What follows belongs to an exercise in optimizing a design on an open flow for small area and a short achievable clock period; a production flow would make more cautious choices. Function was checked by simulation only, so behaviour that the tests miss may differ from the original.

==> flow/design.v, too long to show whole: its modules and the start of the top module <==
// module Synth: 645 lines
// module FA: 10 lines
// module GP: 11 lines
// module GC: 8 lines
module Synth(
  input         clock,
  input         reset,
  input  [19:0] io_Freq_0,
  input  [19:0] io_Freq_1,
  input  [19:0] io_Freq_2,
  input  [19:0] io_Freq_3,
  input  [19:0] io_Freq_4,
  input  [19:0] io_Freq_5,
  input  [17:0] io_Amp_0,
  input  [17:0] io_Amp_1,
  input  [17:0] io_Amp_2,
  input  [17:0] io_Amp_3,
  input  [17:0] io_Amp_4,
  input  [17:0] io_Amp_5,
  output [22:0] io_Out
);
  // ...
==> flow/flow/run.sh <==
#!/bin/bash
# Standard ORFS layout with a tighter setup-repair target and minimum-size
# port buffers. Full tool output goes to standard.log in the work folder.
set -euo pipefail
bash standard.sh SETUP_SLACK_MARGIN=8.0 'BUFFER_PORTS_ARGS=-buffer_cell sky130_fd_sc_hd__buf_1' finish > standard.log 2>&1
==> flow/standard.sh <==
#!/bin/bash
# synth_recipe.tcl (not shown) runs the flow's synth.tcl, then flattens the netlist and writes it again
# the make line also repeats each setting of config.mk as NAME=value (left out here)
make -C /OpenROAD-flow-scripts/flow DESIGN_CONFIG=/design/flow/config.mk WORK_HOME=/design/flow/orfs CLKGATE_MAP_FILE= SYNTH_SCRIPT=/design/flow/synth_recipe.tcl "${@:-finish}"
==> flow/config.mk <==
export PLATFORM = sky130hd
export DESIGN_NAME = Synth
export DESIGN_NICKNAME = Synth
export VERILOG_FILES = /design/flow/design.v
export SDC_FILE = /design/flow/constraint.sdc
export NUM_CORES = 4
export LEC_CHECK = 0
export CAP_MARGIN = 20
export CORE_MARGIN = 2
export CORE_UTILIZATION = 40
export SLEW_MARGIN = 20
export SYNTH_HIERARCHICAL = 1
export SYNTH_MINIMUM_KEEP_SIZE = 0
export TNS_END_PERCENT = 20
==> flow/constraint.sdc <==
create_clock -name core_clock -period 15.0 [get_ports {clock}]
set_input_delay 3.0000 -clock core_clock [delete_from_list [all_inputs] [get_ports {clock}]]
set_output_delay 3.0000 -clock core_clock [all_outputs]
set_load 0.01 [all_outputs]
==> flow_summary.json, run 1 <==
{
  "clk_pin_slew_ps": 60,
  "grt_pass1_vias": 25940,
  "tritoncts": "built",
  "top_layer": "met5",
  "routed-wl-met2_um": 47600,
  "track_usage_pct": 22.7,
  "nNonClkInverters": 83,
  "firstDrtPassIters": 5,
  "cp_common_cell": "fa_2",
  "multi_input_area_um2": 23700,
  "nets": 4401,
  "startpoint_type": "primary input",
  "max_slew_margin_pct": 23.1,
  "die_w_um": 290,
  "grt-busiest-layer": "met2",
  "synth.top_cell.area_share_pct": 25.4,
  "outcome": "no timing/DRC/antenna violations",
  "holdPathEnd": "X0[16]$_SDFFE_PP0P_",
  "worst_hold_slack_ps": 484,
  "muxShareOfSynthArea_pct": 3.20,
  "io_buffers": 252,
  "nWellTaps": 1060,
  "seq_cell_count": 456,
  "syn_area_um2": 32700,
  "synth_common_cells": "dfxtp_1, nor2_1, xnor2_1, ha_1, fa_1",
  "fin_setup_tns_ps": 0,
  "yosys.area_share.simple_pct": 16.0,
  "multi_input_comb_cells": 2723,
  "wl_met3_um": 6440,
  "coreArea_um2": 80700,
  "syn_nets": 4092,
  "place_congestion": 0.928,
  "totalWireLength_um": 98300,
  "worstSkewPairLatency_ps": 630
}
==> run 2, diff against run 1 <==
--- a/flow/design.v
+++ b/flow/design.v
@@ -16,17 +16,17 @@
   output [22:0] io_Out
 );
   reg [11:0] t;              
   reg        ph;             
   reg [19:0] div [0:5];
   reg [19:0] idx [0:5];
   reg [19:0] X0, X1;         
   reg        incR;           
-  reg [17:0] WS, WC;         
+  reg [18:0] WS, WC;         
   reg        Wc;
   reg [19:0] PS, PC;         
   reg        Pc;
   reg [19:0] W1S, W1C;       
   reg        W1c;
   reg [20:0] OS, OC;         
   reg        Oc;
   wire [19:0] freq [0:5];
@@ -57,33 +57,288 @@
   end
   always @(posedge clock) begin
     for (i = 0; i < 6; i = i + 1) begin
       div[i] <= div_n[i] & {20{~reset}};
       idx[i] <= idx_n[i] & {20{~reset}};
     end
   end
   reg [19:0] irs_n;
-  reg [17:0] amp_s;
   always @* begin
     irs_n = 20'h0;
-    amp_s = 18'h0;
     for (i = 0; i < 6; i = i + 1) begin
       if (t[(2*i+11) % 12] | t[2*i]) irs_n = irs_n | idx_n[i];
-      if (t[2*i+1]) amp_s = amp_s | amp[i];
     end
   end
-  wire [19:0] index = X0 + X1 + {19'h0, ph & incR};
+  wire        cinx  = ph & incR;
+  wire idxs_g1_1 = X0[0] & X1[0];
+  wire idxs_p1_1 = X0[0] ^ X1[0];
+  wire idxs_g2_2 = X0[1] & X1[1];
+  wire idxs_p2_2 = X0[1] ^ X1[1];
+  wire idxs_g3_3 = X0[2] & X1[2];
+  wire idxs_p3_3 = X0[2] ^ X1[2];
+  wire idxs_g4_4 = X0[3] & X1[3];
+  wire idxs_p4_4 = X0[3] ^ X1[3];
+  wire idxs_g5_5 = X0[4] & X1[4];
+  wire idxs_p5_5 = X0[4] ^ X1[4];
+  wire idxs_g6_6 = X0[5] & X1[5];
+  wire idxs_p6_6 = X0[5] ^ X1[5];
+  wire idxs_g7_7 = X0[6] & X1[6];
+  wire idxs_p7_7 = X0[6] ^ X1[6];
+  wire idxs_g8_8 = X0[7] & X1[7];
+  wire idxs_p8_8 = X0[7] ^ X1[7];
+  wire idxs_g9_9 = X0[8] & X1[8];
+  wire idxs_p9_9 = X0[8] ^ X1[8];
+  wire idxs_g10_10 = X0[9] & X1[9];
+  wire idxs_p10_10 = X0[9] ^ X1[9];
+  wire idxs_g11_11 = X0[10] & X1[10];
+  wire idxs_p11_11 = X0[10] ^ X1[10];
+  wire idxs_g12_12 = X0[11] & X1[11];
+  wire idxs_p12_12 = X0[11] ^ X1[11];
+  wire idxs_g13_13 = X0[12] & X1[12];
+  wire idxs_p13_13 = X0[12] ^ X1[12];
+  wire idxs_g14_14 = X0[13] & X1[13];
+  wire idxs_p14_14 = X0[13] ^ X1[13];
+  wire idxs_g15_15 = X0[14] & X1[14];
+  wire idxs_p15_15 = X0[14] ^ X1[14];
+  wire idxs_g16_16 = X0[15] & X1[15];
+  wire idxs_p16_16 = X0[15] ^ X1[15];
+  wire idxs_g17_17 = X0[16] & X1[16];
+  wire idxs_p17_17 = X0[16] ^ X1[16];
+  wire idxs_g18_18 = X0[17] & X1[17];
+  wire idxs_p18_18 = X0[17] ^ X1[17];
+  wire idxs_g19_19 = X0[18] & X1[18];
+  wire idxs_p19_19 = X0[18] ^ X1[18];
+  wire idxs_g20_20 = X0[19] & X1[19];
+  wire idxs_p20_20 = X0[19] ^ X1[19];
+  wire idxs_g1_0;
+  GC uidxs_g1_0 (.gh(idxs_g1_1), .ph(idxs_p1_1), .gl(cinx), .g(idxs_g1_0));
+  wire idxs_g3_2, idxs_p3_2;
+  GP uidxs_g3_2 (.gh(idxs_g3_3), .ph(idxs_p3_3), .gl(idxs_g2_2), .pl(idxs_p2_2), .g(idxs_g3_2), .p(idxs_p3_2));
+  wire idxs_g5_4, idxs_p5_4;
+  GP uidxs_g5_4 (.gh(idxs_g5_5), .ph(idxs_p5_5), .gl(idxs_g4_4), .pl(idxs_p4_4), .g(idxs_g5_4), .p(idxs_p5_4));
+  wire idxs_g7_6, idxs_p7_6;
+  GP uidxs_g7_6 (.gh(idxs_g7_7), .ph(idxs_p7_7), .gl(idxs_g6_6), .pl(idxs_p6_6), .g(idxs_g7_6), .p(idxs_p7_6));
+  wire idxs_g9_8, idxs_p9_8;
+  GP uidxs_g9_8 (.gh(idxs_g9_9), .ph(idxs_p9_9), .gl(idxs_g8_8), .pl(idxs_p8_8), .g(idxs_g9_8), .p(idxs_p9_8));
+  wire idxs_g11_10, idxs_p11_10;
+  GP uidxs_g11_10 (.gh(idxs_g11_11), .ph(idxs_p11_11), .gl(idxs_g10_10), .pl(idxs_p10_10), .g(idxs_g11_10), .p(idxs_p11_10));
+  wire idxs_g13_12, idxs_p13_12;
+  GP uidxs_g13_12 (.gh(idxs_g13_13), .ph(idxs_p13_13), .gl(idxs_g12_12), .pl(idxs_p12_12), .g(idxs_g13_12), .p(idxs_p13_12));
+  wire idxs_g15_14, idxs_p15_14;
+  GP uidxs_g15_14 (.gh(idxs_g15_15), .ph(idxs_p15_15), .gl(idxs_g14_14), .pl(idxs_p14_14), .g(idxs_g15_14), .p(idxs_p15_14));
+  wire idxs_g17_16, idxs_p17_16;
+  GP uidxs_g17_16 (.gh(idxs_g17_17), .ph(idxs_p17_17), .gl(idxs_g16_16), .pl(idxs_p16_16), .g(idxs_g17_16), .p(idxs_p17_16));
+  wire idxs_g19_18, idxs_p19_18;
+  GP uidxs_g19_18 (.gh(idxs_g19_19), .ph(idxs_p19_19), .gl(idxs_g18_18), .pl(idxs_p18_18), .g(idxs_g19_18), .p(idxs_p19_18));
+  wire idxs_g2_0;
+  GC uidxs_g2_0 (.gh(idxs_g2_2), .ph(idxs_p2_2), .gl(idxs_g1_0), .g(idxs_g2_0));
+  wire idxs_g3_0;
+  GC uidxs_g3_0 (.gh(idxs_g3_2), .ph(idxs_p3_2), .gl(idxs_g1_0), .g(idxs_g3_0));
+  wire idxs_g6_4, idxs_p6_4;
+  GP uidxs_g6_4 (.gh(idxs_g6_6), .ph(idxs_p6_6), .gl(idxs_g5_4), .pl(idxs_p5_4), .g(idxs_g6_4), .p(idxs_p6_4));
+  wire idxs_g7_4, idxs_p7_4;
+  GP uidxs_g7_4 (.gh(idxs_g7_6), .ph(idxs_p7_6), .gl(idxs_g5_4), .pl(idxs_p5_4), .g(idxs_g7_4), .p(idxs_p7_4));
+  wire idxs_g10_8, idxs_p10_8;
+  GP uidxs_g10_8 (.gh(idxs_g10_10), .ph(idxs_p10_10), .gl(idxs_g9_8), .pl(idxs_p9_8), .g(idxs_g10_8), .p(idxs_p10_8));
+  wire idxs_g11_8, idxs_p11_8;
+  GP uidxs_g11_8 (.gh(idxs_g11_10), .ph(idxs_p11_10), .gl(idxs_g9_8), .pl(idxs_p9_8), .g(idxs_g11_8), .p(idxs_p11_8));
+  wire idxs_g14_12, idxs_p14_12;
+  GP uidxs_g14_12 (.gh(idxs_g14_14), .ph(idxs_p14_14), .gl(idxs_g13_12), .pl(idxs_p13_12), .g(idxs_g14_12), .p(idxs_p14_12));
+  wire idxs_g15_12, idxs_p15_12;
+  GP uidxs_g15_12 (.gh(idxs_g15_14), .ph(idxs_p15_14), .gl(idxs_g13_12), .pl(idxs_p13_12), .g(idxs_g15_12), .p(idxs_p15_12));
+  wire idxs_g18_16, idxs_p18_16;
+  GP uidxs_g18_16 (.gh(idxs_g18_18), .ph(idxs_p18_18), .gl(idxs_g17_16), .pl(idxs_p17_16), .g(idxs_g18_16), .p(idxs_p18_16));
+  wire idxs_g19_16, idxs_p19_16;
+  GP uidxs_g19_16 (.gh(idxs_g19_18), .ph(idxs_p19_18), .gl(idxs_g17_16), .pl(idxs_p17_16), .g(idxs_g19_16), .p(idxs_p19_16));
+  wire idxs_g4_0;
+  GC uidxs_g4_0 (.gh(idxs_g4_4), .ph(idxs_p4_4), .gl(idxs_g3_0), .g(idxs_g4_0));
+  wire idxs_g5_0;
+  GC uidxs_g5_0 (.gh(idxs_g5_4), .ph(idxs_p5_4), .gl(idxs_g3_0), .g(idxs_g5_0));
+  wire idxs_g6_0;
+  GC uidxs_g6_0 (.gh(idxs_g6_4), .ph(idxs_p6_4), .gl(idxs_g3_0), .g(idxs_g6_0));
+  wire idxs_g7_0;
+  GC uidxs_g7_0 (.gh(idxs_g7_4), .ph(idxs_p7_4), .gl(idxs_g3_0), .g(idxs_g7_0));
+  wire idxs_g12_8, idxs_p12_8;
+  GP uidxs_g12_8 (.gh(idxs_g12_12), .ph(idxs_p12_12), .gl(idxs_g11_8), .pl(idxs_p11_8), .g(idxs_g12_8), .p(idxs_p12_8));
+  wire idxs_g13_8, idxs_p13_8;
+  GP uidxs_g13_8 (.gh(idxs_g13_12), .ph(idxs_p13_12), .gl(idxs_g11_8), .pl(idxs_p11_8), .g(idxs_g13_8), .p(idxs_p13_8));
+  wire idxs_g14_8, idxs_p14_8;
+  GP uidxs_g14_8 (.gh(idxs_g14_12), .ph(idxs_p14_12), .gl(idxs_g11_8), .pl(idxs_p11_8), .g(idxs_g14_8), .p(idxs_p14_8));
+  wire idxs_g15_8, idxs_p15_8;
+  GP uidxs_g15_8 (.gh(idxs_g15_12), .ph(idxs_p15_12), .gl(idxs_g11_8), .pl(idxs_p11_8), .g(idxs_g15_8), .p(idxs_p15_8));
+  wire idxs_g20_16, idxs_p20_16;
+  GP uidxs_g20_16 (.gh(idxs_g20_20), .ph(idxs_p20_20), .gl(idxs_g19_16), .pl(idxs_p19_16), .g(idxs_g20_16), .p(idxs_p20_16));
+  wire idxs_g8_0;
+  GC uidxs_g8_0 (.gh(idxs_g8_8), .ph(idxs_p8_8), .gl(idxs_g7_0), .g(idxs_g8_0));
+  wire idxs_g9_0;
+  GC uidxs_g9_0 (.gh(idxs_g9_8), .ph(idxs_p9_8), .gl(idxs_g7_0), .g(idxs_g9_0));
+  wire idxs_g10_0;
+  GC uidxs_g10_0 (.gh(idxs_g10_8), .ph(idxs_p10_8), .gl(idxs_g7_0), .g(idxs_g10_0));
+  wire idxs_g11_0;
+  GC uidxs_g11_0 (.gh(idxs_g11_8), .ph(idxs_p11_8), .gl(idxs_g7_0), .g(idxs_g11_0));
+  wire idxs_g12_0;
+  GC uidxs_g12_0 (.gh(idxs_g12_8), .ph(idxs_p12_8), .gl(idxs_g7_0), .g(idxs_g12_0));
+  wire idxs_g13_0;
+  GC uidxs_g13_0 (.gh(idxs_g13_8), .ph(idxs_p13_8), .gl(idxs_g7_0), .g(idxs_g13_0));
+  wire idxs_g14_0;
+  GC uidxs_g14_0 (.gh(idxs_g14_8), .ph(idxs_p14_8), .gl(idxs_g7_0), .g(idxs_g14_0));
+  wire idxs_g15_0;
+  GC uidxs_g15_0 (.gh(idxs_g15_8), .ph(idxs_p15_8), .gl(idxs_g7_0), .g(idxs_g15_0));
+  wire idxs_g16_0;
+  GC uidxs_g16_0 (.gh(idxs_g16_16), .ph(idxs_p16_16), .gl(idxs_g15_0), .g(idxs_g16_0));
+  wire idxs_g17_0;
+  GC uidxs_g17_0 (.gh(idxs_g17_16), .ph(idxs_p17_16), .gl(idxs_g15_0), .g(idxs_g17_0));
+  wire idxs_g18_0;
+  GC uidxs_g18_0 (.gh(idxs_g18_16), .ph(idxs_p18_16), .gl(idxs_g15_0), .g(idxs_g18_0));
+  wire idxs_g19_0;
+  GC uidxs_g19_0 (.gh(idxs_g19_16), .ph(idxs_p19_16), .gl(idxs_g15_0), .g(idxs_g19_0));
+  wire idxs_g20_0;
+  GC uidxs_g20_0 (.gh(idxs_g20_16), .ph(idxs_p20_16), .gl(idxs_g15_0), .g(idxs_g20_0));
+  wire [19:0] idxs = {idxs_p20_20 ^ idxs_g19_0, idxs_p19_19 ^ idxs_g18_0, idxs_p18_18 ^ idxs_g17_0, idxs_p17_17 ^ idxs_g16_0, idxs_p16_16 ^ idxs_g15_0, idxs_p15_15 ^ idxs_g14_0, idxs_p14_14 ^ idxs_g13_0, idxs_p13_13 ^ idxs_g12_0, idxs_p12_12 ^ idxs_g11_0, idxs_p11_11 ^ idxs_g10_0, idxs_p10_10 ^ idxs_g9_0, idxs_p9_9 ^ idxs_g8_0, idxs_p8_8 ^ idxs_g7_0, idxs_p7_7 ^ idxs_g6_0, idxs_p6_6 ^ idxs_g5_0, idxs_p5_5 ^ idxs_g4_0, idxs_p4_4 ^ idxs_g3_0, idxs_p3_3 ^ idxs_g2_0, idxs_p2_2 ^ idxs_g1_0, idxs_p1_1 ^ cinx};
+  wire wvs_g1_1 = WS[0] & WC[0];
+  wire wvs_p1_1 = WS[0] ^ WC[0];
+  wire wvs_g2_2 = WS[1] & WC[1];
+  wire wvs_p2_2 = WS[1] ^ WC[1];
+  wire wvs_g3_3 = WS[2] & WC[2];
+  wire wvs_p3_3 = WS[2] ^ WC[2];
+  wire wvs_g4_4 = WS[3] & WC[3];
+  wire wvs_p4_4 = WS[3] ^ WC[3];
+  wire wvs_g5_5 = WS[4] & WC[4];
+  wire wvs_p5_5 = WS[4] ^ WC[4];
+  wire wvs_g6_6 = WS[5] & WC[5];
+  wire wvs_p6_6 = WS[5] ^ WC[5];
+  wire wvs_g7_7 = WS[6] & WC[6];
+  wire wvs_p7_7 = WS[6] ^ WC[6];
+  wire wvs_g8_8 = WS[7] & WC[7];
+  wire wvs_p8_8 = WS[7] ^ WC[7];
+  wire wvs_g9_9 = WS[8] & WC[8];
+  wire wvs_p9_9 = WS[8] ^ WC[8];
+  wire wvs_g10_10 = WS[9] & WC[9];
+  wire wvs_p10_10 = WS[9] ^ WC[9];
+  wire wvs_g11_11 = WS[10] & WC[10];
+  wire wvs_p11_11 = WS[10] ^ WC[10];
+  wire wvs_g12_12 = WS[11] & WC[11];
+  wire wvs_p12_12 = WS[11] ^ WC[11];
+  wire wvs_g13_13 = WS[12] & WC[12];
+  wire wvs_p13_13 = WS[12] ^ WC[12];
+  wire wvs_g14_14 = WS[13] & WC[13];
+  wire wvs_p14_14 = WS[13] ^ WC[13];
+  wire wvs_g15_15 = WS[14] & WC[14];
+  wire wvs_p15_15 = WS[14] ^ WC[14];
+  wire wvs_g16_16 = WS[15] & WC[15];
+  wire wvs_p16_16 = WS[15] ^ WC[15];
+  wire wvs_g17_17 = WS[16] & WC[16];
+  wire wvs_p17_17 = WS[16] ^ WC[16];
+  wire wvs_g18_18 = WS[17] & WC[17];
+  wire wvs_p18_18 = WS[17] ^ WC[17];
+  wire wvs_g19_19 = WS[18] & WC[18];
+  wire wvs_p19_19 = WS[18] ^ WC[18];
+  wire wvs_g1_0;
+  GC uwvs_g1_0 (.gh(wvs_g1_1), .ph(wvs_p1_1), .gl(Wc), .g(wvs_g1_0));
+  wire wvs_g3_2, wvs_p3_2;
+  GP uwvs_g3_2 (.gh(wvs_g3_3), .ph(wvs_p3_3), .gl(wvs_g2_2), .pl(wvs_p2_2), .g(wvs_g3_2), .p(wvs_p3_2));
+  wire wvs_g5_4, wvs_p5_4;
+  GP uwvs_g5_4 (.gh(wvs_g5_5), .ph(wvs_p5_5), .gl(wvs_g4_4), .pl(wvs_p4_4), .g(wvs_g5_4), .p(wvs_p5_4));
+  wire wvs_g7_6, wvs_p7_6;
+  GP uwvs_g7_6 (.gh(wvs_g7_7), .ph(wvs_p7_7), .gl(wvs_g6_6), .pl(wvs_p6_6), .g(wvs_g7_6), .p(wvs_p7_6));
+  wire wvs_g9_8, wvs_p9_8;
+  GP uwvs_g9_8 (.gh(wvs_g9_9), .ph(wvs_p9_9), .gl(wvs_g8_8), .pl(wvs_p8_8), .g(wvs_g9_8), .p(wvs_p9_8));
+  wire wvs_g11_10, wvs_p11_10;
+  GP uwvs_g11_10 (.gh(wvs_g11_11), .ph(wvs_p11_11), .gl(wvs_g10_10), .pl(wvs_p10_10), .g(wvs_g11_10), .p(wvs_p11_10));
+  wire wvs_g13_12, wvs_p13_12;
+  GP uwvs_g13_12 (.gh(wvs_g13_13), .ph(wvs_p13_13), .gl(wvs_g12_12), .pl(wvs_p12_12), .g(wvs_g13_12), .p(wvs_p13_12));
+  wire wvs_g15_14, wvs_p15_14;
+  GP uwvs_g15_14 (.gh(wvs_g15_15), .ph(wvs_p15_15), .gl(wvs_g14_14), .pl(wvs_p14_14), .g(wvs_g15_14), .p(wvs_p15_14));
+  wire wvs_g17_16, wvs_p17_16;
+  GP uwvs_g17_16 (.gh(wvs_g17_17), .ph(wvs_p17_17), .gl(wvs_g16_16), .pl(wvs_p16_16), .g(wvs_g17_16), .p(wvs_p17_16));
+  wire wvs_g19_18, wvs_p19_18;
+  GP uwvs_g19_18 (.gh(wvs_g19_19), .ph(wvs_p19_19), .gl(wvs_g18_18), .pl(wvs_p18_18), .g(wvs_g19_18), .p(wvs_p19_18));
+  wire wvs_g2_0;
+  GC uwvs_g2_0 (.gh(wvs_g2_2), .ph(wvs_p2_2), .gl(wvs_g1_0), .g(wvs_g2_0));
+  wire wvs_g3_0;
+  GC uwvs_g3_0 (.gh(wvs_g3_2), .ph(wvs_p3_2), .gl(wvs_g1_0), .g(wvs_g3_0));
+  wire wvs_g6_4, wvs_p6_4;
+  GP uwvs_g6_4 (.gh(wvs_g6_6), .ph(wvs_p6_6), .gl(wvs_g5_4), .pl(wvs_p5_4), .g(wvs_g6_4), .p(wvs_p6_4));
+  wire wvs_g7_4, wvs_p7_4;
+  GP uwvs_g7_4 (.gh(wvs_g7_6), .ph(wvs_p7_6), .gl(wvs_g5_4), .pl(wvs_p5_4), .g(wvs_g7_4), .p(wvs_p7_4));
+  wire wvs_g10_8, wvs_p10_8;
+  GP uwvs_g10_8 (.gh(wvs_g10_10), .ph(wvs_p10_10), .gl(wvs_g9_8), .pl(wvs_p9_8), .g(wvs_g10_8), .p(wvs_p10_8));
+  wire wvs_g11_8, wvs_p11_8;
+  GP uwvs_g11_8 (.gh(wvs_g11_10), .ph(wvs_p11_10), .gl(wvs_g9_8), .pl(wvs_p9_8), .g(wvs_g11_8), .p(wvs_p11_8));
+  wire wvs_g14_12, wvs_p14_12;
+  GP uwvs_g14_12 (.gh(wvs_g14_14), .ph(wvs_p14_14), .gl(wvs_g13_12), .pl(wvs_p13_12), .g(wvs_g14_12), .p(wvs_p14_12));
+  wire wvs_g15_12, wvs_p15_12;
+  GP uwvs_g15_12 (.gh(wvs_g15_14), .ph(wvs_p15_14), .gl(wvs_g13_12), .pl(wvs_p13_12), .g(wvs_g15_12), .p(wvs_p15_12));
+  wire wvs_g18_16, wvs_p18_16;
+  GP uwvs_g18_16 (.gh(wvs_g18_18), .ph(wvs_p18_18), .gl(wvs_g17_16), .pl(wvs_p17_16), .g(wvs_g18_16), .p(wvs_p18_16));
+  wire wvs_g19_16, wvs_p19_16;
+  GP uwvs_g19_16 (.gh(wvs_g19_18), .ph(wvs_p19_18), .gl(wvs_g17_16), .pl(wvs_p17_16), .g(wvs_g19_16), .p(wvs_p19_16));
+  wire wvs_g4_0;
+  GC uwvs_g4_0 (.gh(wvs_g4_4), .ph(wvs_p4_4), .gl(wvs_g3_0), .g(wvs_g4_0));
+  wire wvs_g5_0;
+  GC uwvs_g5_0 (.gh(wvs_g5_4), .ph(wvs_p5_4), .gl(wvs_g3_0), .g(wvs_g5_0));
+  wire wvs_g6_0;
+  GC uwvs_g6_0 (.gh(wvs_g6_4), .ph(wvs_p6_4), .gl(wvs_g3_0), .g(wvs_g6_0));
+  wire wvs_g7_0;
+  GC uwvs_g7_0 (.gh(wvs_g7_4), .ph(wvs_p7_4), .gl(wvs_g3_0), .g(wvs_g7_0));
+  wire wvs_g12_8, wvs_p12_8;
+  GP uwvs_g12_8 (.gh(wvs_g12_12), .ph(wvs_p12_12), .gl(wvs_g11_8), .pl(wvs_p11_8), .g(wvs_g12_8), .p(wvs_p12_8));
+  wire wvs_g13_8, wvs_p13_8;
+  GP uwvs_g13_8 (.gh(wvs_g13_12), .ph(wvs_p13_12), .gl(wvs_g11_8), .pl(wvs_p11_8), .g(wvs_g13_8), .p(wvs_p13_8));
+  wire wvs_g14_8, wvs_p14_8;
+  GP uwvs_g14_8 (.gh(wvs_g14_12), .ph(wvs_p14_12), .gl(wvs_g11_8), .pl(wvs_p11_8), .g(wvs_g14_8), .p(wvs_p14_8));
+  wire wvs_g15_8, wvs_p15_8;
+  GP uwvs_g15_8 (.gh(wvs_g15_12), .ph(wvs_p15_12), .gl(wvs_g11_8), .pl(wvs_p11_8), .g(wvs_g15_8), .p(wvs_p15_8));
+  wire wvs_g8_0;
+  GC uwvs_g8_0 (.gh(wvs_g8_8), .ph(wvs_p8_8), .gl(wvs_g7_0), .g(wvs_g8_0));
+  wire wvs_g9_0;
+  GC uwvs_g9_0 (.gh(wvs_g9_8), .ph(wvs_p9_8), .gl(wvs_g7_0), .g(wvs_g9_0));
+  wire wvs_g10_0;
+  GC uwvs_g10_0 (.gh(wvs_g10_8), .ph(wvs_p10_8), .gl(wvs_g7_0), .g(wvs_g10_0));
+  wire wvs_g11_0;
+  GC uwvs_g11_0 (.gh(wvs_g11_8), .ph(wvs_p11_8), .gl(wvs_g7_0), .g(wvs_g11_0));
+  wire wvs_g12_0;
+  GC uwvs_g12_0 (.gh(wvs_g12_8), .ph(wvs_p12_8), .gl(wvs_g7_0), .g(wvs_g12_0));
+  wire wvs_g13_0;
+  GC uwvs_g13_0 (.gh(wvs_g13_8), .ph(wvs_p13_8), .gl(wvs_g7_0), .g(wvs_g13_0));
+  wire wvs_g14_0;
+  GC uwvs_g14_0 (.gh(wvs_g14_8), .ph(wvs_p14_8), .gl(wvs_g7_0), .g(wvs_g14_0));
+  wire wvs_g15_0;
+  GC uwvs_g15_0 (.gh(wvs_g15_8), .ph(wvs_p15_8), .gl(wvs_g7_0), .g(wvs_g15_0));
+  wire wvs_g16_0;
+  GC uwvs_g16_0 (.gh(wvs_g16_16), .ph(wvs_p16_16), .gl(wvs_g15_0), .g(wvs_g16_0));
+  wire wvs_g17_0;
+  GC uwvs_g17_0 (.gh(wvs_g17_16), .ph(wvs_p17_16), .gl(wvs_g15_0), .g(wvs_g17_0));
+  wire wvs_g18_0;
+  GC uwvs_g18_0 (.gh(wvs_g18_16), .ph(wvs_p18_16), .gl(wvs_g15_0), .g(wvs_g18_0));
+  wire wvs_g19_0;
+  GC uwvs_g19_0 (.gh(wvs_g19_16), .ph(wvs_p19_16), .gl(wvs_g15_0), .g(wvs_g19_0));
+  wire [18:0] wvs = {wvs_p19_19 ^ wvs_g18_0, wvs_p18_18 ^ wvs_g17_0, wvs_p17_17 ^ wvs_g16_0, wvs_p16_16 ^ wvs_g15_0, wvs_p15_15 ^ wvs_g14_0, wvs_p14_14 ^ wvs_g13_0, wvs_p13_13 ^ wvs_g12_0, wvs_p12_12 ^ wvs_g11_0, wvs_p11_11 ^ wvs_g10_0, wvs_p10_10 ^ wvs_g9_0, wvs_p9_9 ^ wvs_g8_0, wvs_p8_8 ^ wvs_g7_0, wvs_p7_7 ^ wvs_g6_0, wvs_p6_6 ^ wvs_g5_0, wvs_p5_5 ^ wvs_g4_0, wvs_p4_4 ^ wvs_g3_0, wvs_p3_3 ^ wvs_g2_0, wvs_p2_2 ^ wvs_g1_0, wvs_p1_1 ^ Wc};
+  wire [19:0] index = idxs;
   wire [17:0] fold  = index[18] ? index[17:0] : ~index[17:0];
   wire        negw  = ph & index[19];
-  wire [17:0] Wv   = ~(WS + WC + {17'h0, Wc});     
+  wire [17:0] Wv   = ~wvs[18:1];                     
   wire [19:0] Pres = PS + PC + {19'h0, Pc};         
   wire [22:0] prow = {23{t[11]}} & {{3{Pres[19]}}, Pres};
   wire [17:0] m1 = ph ? Wv : fold;
-  wire [17:0] m2 = ({18{~ph}} & fold) | amp_s;
+  wire [17:0] m2;
+  wire  [5:0] asel = {t[11], t[9], t[7], t[5], t[3], t[1]};
+  wire        ph0 = ~ph;
+  genvar q, r;
+  generate
+    for (q = 0; q < 18; q = q + 1) begin : amux
+      wire [6:0] n;
+      for (r = 0; r < 6; r = r + 1) begin : an
+        NAND2 u (.a(amp[r][q]), .b(asel[r]), .y(n[r]));
+      end
+      NAND2 uf (.a(fold[q]), .b(ph0), .y(n[6]));
+      NAND7 uo (.a(n), .y(m2[q]));
+    end
+  endgenerate
   wire [20:0] m1x = {2'b00, m1, 1'b0};
   wire [9:0]  neg;
   wire [18:0] pp0, pp1, pp2, pp3, pp4, pp5, pp6, pp7, pp8, pp9;
   wire [18:0] pp [0:9];
   genvar k;
   generate
     for (k = 0; k < 10; k = k + 1) begin : booth
       wire b0 = m1x[2*k];
@@ -586,17 +841,16 @@
   GC ugc0_10 (.gh(g9_10), .ph(p9_10), .gl(g0_8), .g(g0_10));
   wire g0_12;
   GC ugc0_12 (.gh(g11_12), .ph(p11_12), .gl(g0_10), .g(g0_12));
   wire g0_16;
   GC ugc0_16 (.gh(g13_16), .ph(p13_16), .gl(g0_12), .g(g0_16));
   wire c17 = g0_16;
   assign R0 = {tc420, tc418, tc416, tc412, tc408, tc402, tc396, tc388, tc380, tc370, tc360, tc348, tc336, tc322, tc308, tc292, tc276, tc258, tc240, tc220, tc200, tc180, tc162, tc144, tc128, tc112, tc98, tc84, ts81, tc60, tc50, ts47, ts37, ts29, ts21, ts15, ts9, pp1[0], pp0[1], pp0[0]};
   assign R1 = {ts421, ts419, ts417, ts415, ts411, ts407, ts401, ts395, ts387, ts379, ts369, ts359, ts347, ts335, ts321, ts307, ts291, ts275, ts257, ts239, ts219, ts199, ts179, ts161, ts143, ts127, ts111, ts97, ts83, ts71, ts59, ts49, ts39, ts31, ts23, ts17, ts11, ts7, ts3, ts1};
-  wire        c18 = (R0[17] & R1[17]) | ((R0[17] | R1[17]) & c17);
   wire [19:0] A0 = t[7] ? W1S : t[11] ? 20'h0 : R0[36:17];
   wire [19:0] A1 = t[7] ? W1C : t[11] ? 20'h0 : R1[36:17];
   wire        ac = t[7] ? W1c : t[11] ? 1'b0  : c17;
   wire [19:0] X0n = A0 ^ A1 ^ irs_n;
   wire [19:0] X1n = {(A0[18:0] & A1[18:0]) | (A0[18:0] & irs_n[18:0]) | (A1[18:0] & irs_n[18:0]), ac};
   always @(posedge clock) begin
     if (reset) begin
       t <= 12'h001;
@@ -608,19 +862,19 @@
       t <= {t[10:0], t[11]};
       ph <= ~ph;
       incR <= |(eqv & {t[10], t[8], t[6], t[4], t[2], t[0]});
       if (ph) begin
         X0 <= X0n;
         X1 <= X1n;
       end
     end
-    WS <= R0[35:18];
-    WC <= R1[35:18];
-    Wc <= c18;
+    WS <= R0[35:17];
+    WC <= R1[35:17];
+    Wc <= c17;
     if (t[7]) begin
       PS <= R0[36:17];
       PC <= R1[36:17];
       Pc <= c17;
     end
     if (reset) begin
       W1S <= 20'h0;
       W1C <= 20'h0;
@@ -635,18 +889,18 @@
       OC <= 21'h0;
       Oc <= 1'b0;
     end else if (t[11]) begin
       OS <= R0[37:17];
       OC <= R1[37:17];
       Oc <= c17;
     end
   end
-  wire [20:0] out = OS + OC + {20'h0, Oc};
-  assign io_Out = {{2{out[20]}}, out};
+  wire [20:0] outs = OS + OC + {20'h0, Oc};
+  assign io_Out = {{2{outs[20]}}, outs};
 endmodule
 module FA(
   input  a,
   input  b,
   input  c,
   output s,
   output co
 );
@@ -667,8 +921,21 @@
 module GC(
   input  gh,
   input  ph,
   input  gl,
   output g
 );
   assign g = gh | (ph & gl);
 endmodule
+module NAND2(
+  input  a,
+  input  b,
+  output y
+);
+  assign y = ~(a & b);
+endmodule
+module NAND7(
+  input  [6:0] a,
+  output       y
+);
+  assign y = ~&a;
+endmodule
==> flow/flow/run.sh (replaced) <==
#!/bin/bash
# Standard ORFS layout with a tighter setup-repair target and minimum-size
# port buffers. Full tool output goes to standard.log in the work folder.
set -euo pipefail
bash standard.sh SETUP_SLACK_MARGIN=8.5 'BUFFER_PORTS_ARGS=-buffer_cell sky130_fd_sc_hd__buf_1' finish > standard.log 2>&1
==> flow_summary.json, run 2 <==
{
  "critPathKind": "in -> reg",
  "coreArea_um2": 79100,
  "totalWireLength_um": 94700,
  "syn_avg_cell_area_um2": 9.63,
  "postRouteAntennaNets": 0,
  "outcome": "no timing/DRC/antenna violations",
  "grt_setup_unrepaired": "true",
  "ys_seq_elements": 458,
  "die_h_um": 287,
  "hold_violations": 0,
  "antenna_found_initial": 2,
  "largestRegisters": "div: 120 flops, idx: 120 flops",
  "post_drt_wl_per_cell_um": 19.9,
  "cp.arrival_ps": 7580,
  "htree_levels": 2,
  "fin_worst_skew_ps": 22.3,
  "rows": 103,
  "synth_common_cells": "dfxtp_1, xnor2_1, nor2_1, nand2_1, ha_1",
  "syn_to_final_growth_pct": 21.8,
  "pre_cts_slack_ps": 6010,
  "cts.sinks": 458,
  "layout_setup_ws_ps": 7860,
  "start_util_pct": 40.5,
  "timing.final.crit_share_pct": 47.6,
  "io_pins": 253,
  "place_congestion": 0.856,
  "io_buffers": 252,
  "die_area_um2": 82400,
  "synth.top_cell.area_share_pct": 26.1,
  "clk_pin_slew_ps": 60,
  "grt_pass1_wl_um": 146000,
  "firstDrtPassIters": 5,
  "syn_area_um2": 32000,
  "first_iter_violations": 1827,
  "path_cells": "buf_1 > nand2_1 > and4_1 > nand4_1 > buf_8 > and3_4 > a21oi_4 > xnor2_2 > fa_1 > fa_2 > fa_2 > fa_1 > fa_2 > fa_2 > nor3b_4 > a21oi_2 > fa_2 > a211oi_2",
  "cts_buffers": 50,
  "drc": 0,
  "worstPathRequired_ps": 15440,
  "yosys_warnings": 15,
  "yosysTopAreaCell": "dfxtp_1",
  "cp_slowest_stage_delay_ps": 590,
  "drive_gt1_share_pct": 17.6,
  "fin_setup_tns_ps": 0,
  "cp_common_cell": "fa_2",
  "die_w_um": 287,
  "max_slew_margin_pct": 29.7,
  "final_cell_mix": "dfxtp_1, nor2_1, xnor2_1",
  "async_reset_ff_share_pct": 0,
  "drv_slew": 0,
  "synthCells": 3327,
  "finalCriticalPeriod_ps": 7140,
  "slowest_stage": "fa_2",
  "synth.most_common_cell": "dfxtp_1",
  "yosys-top-cells-area": "dfxtp_1, fa_1, xnor2_1",
  "track_usage_pct": 22.7,
  "root_buffer": "clkbuf_16",
  "vias": 25313,
  "final_common_cell": "dfxtp_1",
  "end_kind": "register",
  "hold_path.class": "reg -> reg",
  "tritoncts": "built",
  "clk_path_buf_depth": 3,
  "worstSkewPairLatency_ps": 600,
  "synth_edf_count": 41,
  "routed_via_density": 5.32,
  "grt_pass1_vias": 25409,
  "startpoint_type": "primary input",
  "synth_cell_types": 73,
  "fmax_ghz": 0.140,
  "grt_max_degree": 167,
  "nets": 4316,
  "crit_fanout": 4,
  "maxCapViolations": 0,
  "final-setup-viol-count": 0,
  "synth-main-ff-cell": "dfxtp_1",
  "grt-ovfl-total": 0,
  "syn_nets": 3977,
  "dpl.hpwl_um": 65800,
  "seq_area_frac_synth_pct": 29.9,
  "worstMarginPinSlew_ps": 1050
}
==> run 2: routing by layer <==
layer  up-vias  track usage, %  wire length, µm
met5         -               0                0
met4         0            7.21             2700
met3       136            2.96             5470
met2       759            39.2            46500
met1     12305            29.3            40100
li1      12113               -                -
==> run 2: worst max-delay path, delay by kind of cell <==
family                     cells  cell delay, ps
AOI/OAI and AO/OA              3             260
xor gates and xnor gates       1              90
adders and majority gates      7            3220
buffers and inverters          2             250
and+or+nand+nor                5             750
==> run 2: repair_timing <==
action	4_1_cts	5_1_grt
hold endpoints to repair	0	0
hold buffers	0	0
setup buffers	129	11
setup endpoints to repair	206	87
resized for setup	280	75
gates cloned	5	2
pin swaps	156	45
==> run 2: metrics by stage <==
stage / hold WS, ps / std cells / util [%] / area [µm²]
5_1_grt: 503 / 4758 / 49.3 / 39000
6_report: 480 / 4759 / 49.3 / 39000
3_5_place_dp: 472 / 4517 / 43.3 / 34200
2_1_floorplan: 453 / 3327 / - / 32500
4_1_cts: 482 / 4745 / 48.7 / 38600
3_3_place_gp: 470 / 4516 / 43.3 / 34200
==> run 2: final cells by class <==
class | count | area, µm²
fill | 7398 | 40100
multi-input combinational | 2645 | 23100
sequential | 458 | 9610
timing repair buffer | 442 | 2980
clock buffer | 76 | 1500
tap | 1050 | 1310
inverter | 68 | 302
clock inverter | 18 | 193
timing repair inverter | 1 | 6.26
antenna | 1 | 2.50
==> run 2: cell families (layout without fill, tap and decap cells) <==
group	after synthesis	after routing	share of synthesized area, %
simple gates	1112	1112	17.5
xor+xnor	536	536	15.1
compound gates	489	492	10.8
flops	458	458	29.9
fa+ha+maj	420	420	20.9
buf+inv	227	605	3.12
mux	85	85	2.66
other cells	0	1	0
==> run 2: Yosys stat by module, one instance, submodules excluded <==
module | flops+latches | times used
GC | 0 | 48
NAND7 | 0 | 18
NAND2 | 0 | 126
GP | 0 | 45
Synth | 458 | 1
FA | 0 | 171
==> run 2: path summary, 6_finish.rpt <==
kind | from | end | slack (ps) | depth (start not counted)
max | io_Amp_2[15] | X0[2]$_SDFFE_PP0P_ | 7860 | 18
min | X0[13]$_SDFFE_PP0P_ | X0[13]$_SDFFE_PP0P_ | 480 | 2
max reg2reg | X0[0]$_SDFFE_PP0P_ | X0[2]$_SDFFE_PP0P_ | 7910 | 28
min reg2reg | X0[13]$_SDFFE_PP0P_ | X0[13]$_SDFFE_PP0P_ | 480 | 2
==> run 3, diff against run 2 <==
--- a/flow/config.mk
+++ b/flow/config.mk
@@ -8,6 +8,8 @@
 export CAP_MARGIN = 20
 export CORE_MARGIN = 2
 export CORE_UTILIZATION = 40
+export CTS_CLUSTER_DIAMETER = 150
+export CTS_CLUSTER_SIZE = 30
 export SLEW_MARGIN = 20
 export SYNTH_HIERARCHICAL = 1
 export SYNTH_MINIMUM_KEEP_SIZE = 0
==> flow_summary.json, run 3 <==
{
  "htree_levels": 1,
  "fmax_ghz": 0.140,
  "grt_pass1_vias": 25009,
  "final_common_cell": "dfxtp_1",
  "tritoncts": "built",
  "post_drt_wl_per_cell_um": 20.0,
  "antenna_found_initial": 1,
  "worstMarginPinSlew_ps": 1070,
  "synth_edf_count": 41,
  "fin_setup_tns_ps": 0,
  "synth_cell_types": 73,
  "grt-ovfl-total": 0,
  "die_h_um": 287,
  "max_slew_margin_pct": 27.8,
  "io_pins": 253,
  "yosysTopAreaCell": "dfxtp_1",
  "grt_max_degree": 167,
  "clk_path_buf_depth": 3,
  "syn_area_um2": 32000,
  "die_area_um2": 82400,
  "postRouteAntennaNets": 0,
  "hold_path.class": "reg -> reg",
  "pre_cts_slack_ps": 6010,
  "cp.arrival_ps": 7560,
  "largestRegisters": "div: 120 flops, idx: 120 flops",
  "ys_seq_elements": 458,
  "fin_worst_skew_ps": 32.7,
  "syn_nets": 3977,
  "final_cell_mix": "dfxtp_1, nor2_1, xnor2_1",
  "grt_pass1_wl_um": 144000,
  "cts.sinks": 458,
  "maxCapViolations": 0,
  "crit_fanout": 3,
  "nets": 4302,
  "dpl.hpwl_um": 65800,
  "firstDrtPassIters": 5,
  "worstPathRequired_ps": 15430,
  "drc": 0,
  "start_util_pct": 40.5,
  "routed_via_density": 5.37,
  "final-setup-viol-count": 0,
  "syn_avg_cell_area_um2": 9.63,
  "layout_setup_ws_ps": 7870,
  "place_congestion": 0.856,
  "track_usage_pct": 22.3,
  "end_kind": "register",
  "finalCriticalPeriod_ps": 7130,
  "synth_common_cells": "dfxtp_1, xnor2_1, nor2_1, nand2_1, ha_1",
  "coreArea_um2": 79100,
  "cts_buffers": 19,
  "outcome": "no timing/DRC/antenna violations",
  "hold_buffers": 0,
  "clk_pin_slew_ps": 120,
  "die_w_um": 287,
  "timing.final.crit_share_pct": 47.5,
  "seq_area_frac_synth_pct": 29.9,
  "hold_violations": 0,
  "first_iter_violations": 1822,
  "startpoint_type": "primary input",
  "root_buffer": "clkbuf_16",
  "totalWireLength_um": 94300,
  "async_reset_ff_share_pct": 0,
  "critPathKind": "in -> reg",
  "vias": 25292,
  "yosys-top-cells-area": "dfxtp_1, fa_1, xnor2_1",
  "io_buffers": 252,
  "syn_to_final_growth_pct": 18.3,
  "synthCells": 3327,
  "synth.most_common_cell": "dfxtp_1",
  "drive_gt1_share_pct": 16.3,
  "rows": 103,
  "synth.top_cell.area_share_pct": 26.1,
  "synth-main-ff-cell": "dfxtp_1",
  "worstSkewPairLatency_ps": 560,
  "drv_slew": 0,
  "yosys_warnings": 15,
  "grt_setup_unrepaired": "true"
}
run 3: repair_timing:
| item | in CTS | in global routing |
|---|---|---|
| hold endpoints to repair | 0 | 0 |
| pin swaps | 135 | 68 |
| buffers inserted | 127 | 30 |
| resized for setup | 243 | 88 |
| cloned | 4 | 3 |
| endpoints found under the setup margin | 204 | 88 |
run 3: per-stage QoR:
step	instances	instance area [µm²]	hold slack (ps)	utilization [%]
global placement	4516	34200	470	43.3
finish	4710	37900	488	47.9
detailed placement	4517	34200	472	43.3
floorplan	3327	32500	453	-
global route	4709	37900	512	47.9
CTS	4676	37100	491	46.9
run 3: final cells by class:
cell class                 count  area, µm²
clock inverter                 1       30.0
inverter                      68        323
multi-input combinational   2644      23100
antenna                        1       2.50
clock buffer                  27        505
sequential                   458       9610
tap                         1050       1310
timing repair buffer         461       3080
fill                        7486      41200
run 3: path summary, 6_finish.rpt:
path | startpoint | to | slack [ps] | cells after the start
max reg2reg | X0[0]$_SDFFE_PP0P_ | X1[0]$_SDFFE_PP0P_ | 7930 | 31
min reg2reg | X0[13]$_SDFFE_PP0P_ | X0[13]$_SDFFE_PP0P_ | 490 | 2
min | X0[13]$_SDFFE_PP0P_ | X0[13]$_SDFFE_PP0P_ | 490 | 2
max | io_Amp_2[15] | X0[2]$_SDFFE_PP0P_ | 7870 | 18
run 3: routing by layer:
metal  routed length [µm]  track usage [%]  share of wire, %  vias to the layer above
li1                     -                -                 -                    12037
met1                40400             29.6                43                    12334
met2                45600             38.6                48                      765
met3                 5190             2.28               5.5                      156
met4                 3070             6.24               3.3                        0
met5                    0                0                 0                        -
run 3: modules after synthesis, one instance, submodules excluded:
module	times used	cell area [µm²]	cells	flops+latches
FA	171	20.0	1	0
GC	48	7.51	1	0
GP	45	13.8	2	0
NAND2	126	3.75	1	0
NAND7	18	15.0	2	0
Synth	1	26900	2856	458
run 3: worst max-delay path: stages:
cell	delay [ps]
buf_1	80
nand2_1	50
and4_1	190
nand4_1	130
buf_8	180
and3_1	170
a21oi_4	140
xnor2_2	90
fa_1	520
fa_2	380
fa_2	340
fa_1	460
fa_2	370
fa_2	590
nor3b_4	200
a21oi_2	60
fa_2	560
a211oi_2	60
run 3: cell families (layout without fill, tap and decap cells):
logic type | Yosys count | in the layout | share of synthesized area [%]
muxes | 85 | 85 | 2.66
and+or+nand+nor | 1112 | 1112 | 17.5
xor gates and xnor gates | 536 | 536 | 15.1
AOI/OAI and AO/OA | 489 | 491 | 10.8
DFF | 458 | 458 | 29.9
adders and majority gates | 420 | 420 | 20.9
other | 0 | 1 | 0
buffers and inverters | 227 | 557 | 3.12

==> what the ideal ports hide <==
No port has a modelled driver above. Below, the same layouts with a new extraction and two added sets of constraints.
Step 1: set_driving_cell puts a clkbuf_16 on clock and a buf_2 on each other input, an assumption about the parent block.
Step 2 adds t to the input delays and takes it off the output delays; t is the mean of the earliest and latest rising clock arrival at the registers after step 1. Input paths then give back, and output paths get back, about the clock's delay inside the block.
a / b / c = ideal / step 1 / step 2; a / b = the first two.
run	t (ns)	setup slack, ns	worst data-port slew with drivers (ns)
run 1	0.675	7.570 / 7.614 / 6.939	0.06
run 2	0.653	7.865 / 7.904 / 7.251	0.06
run 3	0.613	7.869 / 7.906 / 7.293	0.06
After both steps setup and hold are still met in every run listed. The setup slack of run 1, which loses most, moves by +0.044 ns with the drivers and by -0.631 ns with both steps.
